Source: an optimization exercise on an open RTL-to-GDS flow (aim: small area). Production flows keep margins and buffers that such runs may drop. Function was checked by simulation only, so behaviour that the tests miss may differ from the original. The clock port is modelled as an ideal driver; clocking choices that lean on that would not hold on a real chip. Power and IR drop assume default switching activity.

Setup of run A:
// RGB_YCbCr
module RGB_YCbCr #(
	parameter	DSIZE	= 16,
	parameter	MSIZE	= 12
)(
	input				clock,
	input				invsync,
	input				inhsync,
	input				inde,
	input [DSIZE-1:0]	inR,
	input [DSIZE-1:0]	inG,
	input [DSIZE-1:0]	inB,
	output				outvsync,
	output				outhsync,
	output				outde,
	output[DSIZE-1:0]	outY,
	output[DSIZE-1:0]	outCb,
	output[DSIZE-1:0]	outCr
);
reg [15:0] q1R, q1G, q1B;
reg r1_0;
reg r1_1;
reg r1_2;
reg r1_3;
reg r1_4;
reg r1_5;
reg r1_6;
reg r1_7;
reg r1_8;
reg r1_9;
reg r1_10;
reg r1_11;
reg r1_12;
reg r1_13;
reg r1_14;
reg r1_15;
reg r1_16;
reg r1_17;
reg r1_18;
reg r1_19;
reg r2_20;
reg r2_21;
reg r2_22;
reg r2_23;
reg r2_24;
reg r2_25;
reg r2_26;
reg r2_27;
reg r2_28;
reg r2_29;
reg r2_30;
reg r2_31;
reg r2_32;
reg r2_33;
reg r2_34;
reg r2_35;
reg r2_36;
reg r2_37;
reg r2_38;
reg r2_39;
reg r2_40;
reg r2_41;
reg r2_42;
reg r2_43;
reg r2_44;
reg r2_45;
reg r2_46;
reg r2_47;
reg r2_48;
reg r2_49;
reg r2_50;
reg r2_51;
reg r2_52;
reg r2_53;
reg r2_54;
reg r2_55;
reg r2_56;
reg r2_57;
reg r2_58;
reg r2_59;
reg r2_60;
reg r2_61;
reg r2_62;
reg r2_63;
  ...
Size in the first run: roughly 160 flip-flops, ~12000 sq um of cells after synthesis.
export LEC_CHECK = 0
export CAP_MARGIN = 20
export CORE_MARGIN = 2
export CORE_UTILIZATION = 60
export GPL_TIMING_DRIVEN = 0
export PLACE_DENSITY = 0.75
export SLEW_MARGIN = 20
export SYNTH_HIERARCHICAL = 1
export SYNTH_MINIMUM_KEEP_SIZE = 0
create_clock -name core_clock -period 7.0 [get_ports {clock}]
standard.sh (not shown) runs the stock make flow with config.mk's settings and CLKGATE_MAP_FILE= SYNTH_SCRIPT=/design/flow/synth_recipe.tcl, a recipe that flattens the netlist after the stock synthesis.
==> flow/flow/run.sh <==
#!/bin/bash
# Own layout flow: the standard layout (standard.sh), unchanged synthesis, with:
#  - after synthesis, each maj3_2 cell is swapped for maj3_1 (same function, smaller);
#  - ports are buffered with the smallest buffer (buf_1) instead of clkdlybuf4s50_1;
#  - clock tree synthesis uses small clock buffers and inserts no dummy loads.
# Tool logs go to orfs/logs as in the standard flow; make's output to synth.log / flow.log.
set -euo pipefail
cd "$(dirname "$0")/.."
export BUFFER_PORTS_ARGS="-buffer_cell sky130_fd_sc_hd__buf_1"
export CTS_ARGS="-sink_clustering_enable -repair_clock_nets -dont_use_dummy_load -buf_list {sky130_fd_sc_hd__clkbuf_4} -sink_clustering_size 8 -sink_clustering_max_diameter 40"
bash standard.sh synth > synth.log 2>&1
R=orfs/results/${FLOW_PLATFORM:-sky130hd}/RGB_YCbCr/base
sed -i 's/sky130_fd_sc_hd__maj3_2 /sky130_fd_sc_hd__maj3_1 /' $R/1_2_yosys.v
rm -f $R/1_synth.odb $R/1_synth.sdc
bash standard.sh > flow.log 2>&1
[inputs] run B vs run A
- PLACE_DENSITY no longer set, was 0.75
- CORE_UTILIZATION now 40, was 60
diff --git a/flow/flow/run.sh b/flow/flow/run.sh
--- a/flow/flow/run.sh
+++ b/flow/flow/run.sh
@@ -4,3 +4,4 @@
 #  - ports are buffered with the smallest buffer (buf_1) instead of clkdlybuf4s50_1;
-#  - clock tree synthesis uses small clock buffers and inserts no dummy loads.
+#  - clock tree synthesis uses clkbuf_4 and inserts no dummy loads; after it, clock buffers
+#    that drive a slow edge are upsized (flow/post_cts.tcl).
 # Tool logs go to orfs/logs as in the standard flow; make's output to synth.log / flow.log.
@@ -9,3 +10,4 @@
 export BUFFER_PORTS_ARGS="-buffer_cell sky130_fd_sc_hd__buf_1"
-export CTS_ARGS="-sink_clustering_enable -repair_clock_nets -dont_use_dummy_load -buf_list {sky130_fd_sc_hd__clkbuf_4} -sink_clustering_size 8 -sink_clustering_max_diameter 40"
+export CTS_ARGS="-sink_clustering_enable -repair_clock_nets -dont_use_dummy_load -buf_list {sky130_fd_sc_hd__clkbuf_4}"
+export POST_CTS_TCL="$(pwd)/flow/post_cts.tcl"
 bash standard.sh synth > synth.log 2>&1
==> flow/flow/post_cts.tcl (new file) <==
# Sourced by ORFS at the end of clock tree synthesis (POST_CTS_TCL): a clock buffer whose
# sinks see a slow clock edge is swapped for the next larger clock buffer, then the
# placement is legalised again.
estimate_parasitics -placement
set upsized 0
foreach net [get_nets clknet_*] {
  set maxs 0
  set drv ""
  foreach pin [get_pins -of_objects $net] {
    if {[get_property $pin direction] == "output"} {
      set drv [get_property $pin instance]
      continue
    }
    set s [get_property $pin slew_max]
    if {$s > $maxs} { set maxs $s }
  }
  if {$drv != "" && $maxs > 0.095 && [get_property $drv ref_name] == "sky130_fd_sc_hd__clkbuf_4"} {
    replace_cell $drv sky130_fd_sc_hd__clkbuf_8
    incr upsized
  }
}
puts "post_cts: upsized $upsized clock buffers"
if {$upsized > 0} {
  detailed_placement
  check_placement -verbose
  estimate_parasitics -placement
}
## What came out
- Summary: with run A as the reference, vertical die dimension in run B moved up by more than 10%.
- Side by side, cell row count turned out higher in run B than in run A.
- Between run A and run B, the synthesized area figures differ only marginally.
- For the cell count after placement, run B came in about 11% higher than run A did.
- Run B got as far as clock tree synthesis (4_1_cts), where a tool error ended the run.

* * *

Setup of v6:
Starting RTL as in the previous note.
export LEC_CHECK = 0
export CAP_MARGIN = 20
export CORE_MARGIN = 2
export CORE_UTILIZATION = 40
export GPL_TIMING_DRIVEN = 0
export SETUP_SLACK_MARGIN = -0.15
export SLEW_MARGIN = 20
export SYNTH_HIERARCHICAL = 1
export SYNTH_MINIMUM_KEEP_SIZE = 0
create_clock -name core_clock -period 7.0 [get_ports {clock}]
==> flow/flow/run.sh <==
#!/bin/bash
# Own layout flow: the standard layout (standard.sh), unchanged synthesis, with:
#  - after synthesis, each maj3_2 cell is swapped for maj3_1 (same function, smaller);
#  - ports are buffered with the smallest buffer (buf_1) instead of clkdlybuf4s50_1;
#  - clock tree synthesis uses small clock buffers and inserts no dummy loads.
# Tool logs go to orfs/logs as in the standard flow; make's output to synth.log / flow.log.
set -euo pipefail
cd "$(dirname "$0")/.."
export BUFFER_PORTS_ARGS="-buffer_cell sky130_fd_sc_hd__buf_1"
export CTS_ARGS="-sink_clustering_enable -repair_clock_nets -dont_use_dummy_load -buf_list {sky130_fd_sc_hd__clkbuf_4 sky130_fd_sc_hd__clkbuf_8}"
bash standard.sh synth > synth.log 2>&1
R=orfs/results/${FLOW_PLATFORM:-sky130hd}/RGB_YCbCr/base
sed -i 's/sky130_fd_sc_hd__maj3_2 /sky130_fd_sc_hd__maj3_1 /' $R/1_2_yosys.v
rm -f $R/1_synth.odb $R/1_synth.sdc
bash standard.sh > flow.log 2>&1
v6 finished end to end and its layout was clean on timing, DRC and antenna.
Here is what was changed in the inputs of v7 compared with v6.
Settings: an added PLACE_DENSITY of 0.75; a change of CORE_UTILIZATION from 40 to 60; a deleted SETUP_SLACK_MARGIN that had been -0.15.
[summary]
- Destination of the critical timing path = r2_67$_DFF_P_: v7; destination of the critical timing path = r2_51$_DFF_P_: v6
- Global-route wire length before repair across v7 and v6: no real change.
- v7 — relative max-transition margin 1.4 points higher, v6 as reference
- Summary of v7 over v6: register area share after synthesis held steady, post-detailed-routing wire length now larger, leakage power figure now sits at about the same level, overall power of the completed layout lost 2.3%.
- Compared with v6, in v7 final period utilization down 1.8 points, via total after detailed routing moved up, cell total after placement now sits lower, final setup slack of the worst path increased by 0.13 ns relative to the old numbers.

* * *

Starting RTL as in the previous note.
==> flow/design.v (excerpt) <==
module RGB_YCbCr #(
	parameter	DSIZE	= 16,
	parameter	MSIZE	= 12
)(
	input				clock,
	input				invsync,
	input				inhsync,
	input				inde,
	input [DSIZE-1:0]	inR,
	input [DSIZE-1:0]	inG,
	input [DSIZE-1:0]	inB,
	output				outvsync,
	output				outhsync,
	output				outde,
	output[DSIZE-1:0]	outY,
	output[DSIZE-1:0]	outCb,
	output[DSIZE-1:0]	outCr
);
reg [15:0] q1R, q1G, q1B;
reg r1_0;
reg r1_1;
reg r1_2;
reg r1_3;
reg r1_4;
reg r1_5;
reg r1_6;
reg r1_7;
reg r1_8;
reg r1_9;
reg r1_10;
reg r1_11;
reg r1_12;
reg r1_13;
reg r1_14;
reg r1_15;
reg r1_16;
reg r1_17;
reg r1_18;
reg r1_19;
reg r2_20;
reg r2_21;
reg r2_22;
reg r2_23;
reg r2_24;
reg r2_25;
reg r2_26;
reg r2_27;
reg r2_28;
reg r2_29;
reg r2_30;
reg r2_31;
reg r2_32;
reg r2_33;
reg r2_34;
reg r2_35;
reg r2_36;
reg r2_37;
reg r2_38;
reg r2_39;
reg r2_40;
reg r2_41;
reg r2_42;
reg r2_43;
reg r2_44;
reg r2_45;
reg r2_46;
reg r2_47;
reg r2_48;
reg r2_49;
reg r2_50;
reg r2_51;
reg r2_52;
reg r2_53;
reg r2_54;
reg r2_55;
reg r2_56;
reg r2_57;
reg r2_58;
reg r2_59;
reg r2_60;
reg r2_61;
reg r2_62;
reg r2_63;
reg r2_64;
reg r2_65;
reg r2_66;
reg r2_67;
reg [15:0] Y_q, Cb_q, Cr_q;
wire s4;
wire c4;
wire s8;
wire c8;
wire s12;
wire c12;
wire s15;
wire c15;
wire s19;
wire c19;
wire s23;
wire c23;
wire s27;
wire c27;
  ...
==> flow/config.mk <==
export PLATFORM = sky130hd
export DESIGN_NAME = RGB_YCbCr
export DESIGN_NICKNAME = RGB_YCbCr
export VERILOG_FILES = /design/flow/design.v
export SDC_FILE = /design/flow/constraint.sdc
export NUM_CORES = 4
export LEC_CHECK = 0
export CAP_MARGIN = 20
export CORE_MARGIN = 2
export CORE_UTILIZATION = 40
export GPL_TIMING_DRIVEN = 0
export SLEW_MARGIN = 20
export SYNTH_HIERARCHICAL = 1
export SYNTH_MINIMUM_KEEP_SIZE = 0
==> flow/constraint.sdc <==
create_clock -name core_clock -period 7.0 [get_ports {clock}]
set_input_delay 1.4000 -clock core_clock [delete_from_list [all_inputs] [get_ports {clock}]]
set_output_delay 1.4000 -clock core_clock [all_outputs]
set_load 0.01 [all_outputs]
Scripts as last shown in full above: flow/flow/run.sh
Then changed:
--- a/flow/flow/run.sh
+++ b/flow/flow/run.sh
@@ -4,3 +4,4 @@
 #  - ports are buffered with the smallest buffer (buf_1) instead of clkdlybuf4s50_1;
-#  - clock tree synthesis uses small clock buffers and inserts no dummy loads.
+#  - clock tree synthesis uses clkbuf_4 and inserts no dummy loads; after it, clock buffers
+#    that drive a slow edge are upsized (flow/post_cts.tcl).
 # Tool logs go to orfs/logs as in the standard flow; make's output to synth.log / flow.log.
@@ -9,3 +10,4 @@
 export BUFFER_PORTS_ARGS="-buffer_cell sky130_fd_sc_hd__buf_1"
-export CTS_ARGS="-sink_clustering_enable -repair_clock_nets -dont_use_dummy_load -buf_list {sky130_fd_sc_hd__clkbuf_4 sky130_fd_sc_hd__clkbuf_8}"
+export CTS_ARGS="-sink_clustering_enable -repair_clock_nets -dont_use_dummy_load -buf_list {sky130_fd_sc_hd__clkbuf_4}"
+export POST_CTS_TCL="$(pwd)/flow/post_cts.tcl"
 bash standard.sh synth > synth.log 2>&1
==> flow/flow/post_cts.tcl (new file) <==
# Sourced by ORFS at the end of clock tree synthesis (POST_CTS_TCL): a clkbuf_4 that
# drives 11 or more clock sinks is swapped for clkbuf_8, so that every flip-flop clock
# pin keeps a fast edge; the placement is then legalised again.
set upsized 0
foreach net [get_nets clknet_*] {
  set drv ""
  set n 0
  foreach pin [get_pins -of_objects $net] {
    set inst [get_cells -quiet -of_objects $pin]
    if {[llength $inst] == 0} { continue }
    if {[get_property $pin direction] == "output"} {
      set drv $inst
    } else {
      incr n
    }
  }
  if {$drv != "" && $n >= 11 && [get_property $drv ref_name] == "sky130_fd_sc_hd__clkbuf_4"} {
    replace_cell $drv sky130_fd_sc_hd__clkbuf_8
    puts "up [get_full_name $drv] $n"
    incr upsized
  }
}
puts "post_cts: upsized $upsized clock buffers"
if {$upsized > 0} {
  detailed_placement
  check_placement -verbose
  estimate_parasitics -placement
}
- The new run completed without violations
- first-iteration DRC count goes up by 6.4%
- clock power falls by 15%
- via count falls by 0.33%
- register-to-register slack is about the same
- sequential power is about the same
- critical path depth rises by 1
- synthesized area is unchanged
- hold slack is better by 0.022 ns

==> static timing again, ports no longer ideal <==
No port has a modelled driver above. Below, the same layouts with a new extraction and two added sets of constraints.
Step 1, drivers: a clkbuf_16 drives clock and a buf_2 each remaining input, both assumed.
Step 2 also shifts input and output timing later by t, the mid clock arrival at the registers, as if the neighbouring blocks saw the same clock.
a / b / c = ideal ports / drivers / drivers and shift; a / b = the first two.
| run | t, ns | setup slack, ns | worst register clock-pin slew, ns | cell pins on the clock port's net |
|---|---|---|---|---|
| run A | 0.557 | 0.298 / 0.298 / -0.156 | 0.12 / 0.12 | 1 |
| v6 | 0.484 | 0.145 / 0.145 / -0.177 | 0.08 / 0.08 | 1 |
| v7 | 0.476 | 0.274 / 0.274 / -0.160 | 0.08 / 0.08 | 1 |
| the first run of note 3 | 0.485 | 0.271 / 0.271 / -0.177 | 0.08 / 0.08 | 1 |
| the second run of note 3 | 0.473 | 0.278 / 0.278 / -0.151 | 0.11 / 0.11 | 1 |
Met with ideal ports but missed after step 2: setup timing in every run listed. For run A, which loses most, drivers alone change the setup slack by 0.000 ns; drivers and shift together by -0.454 ns.
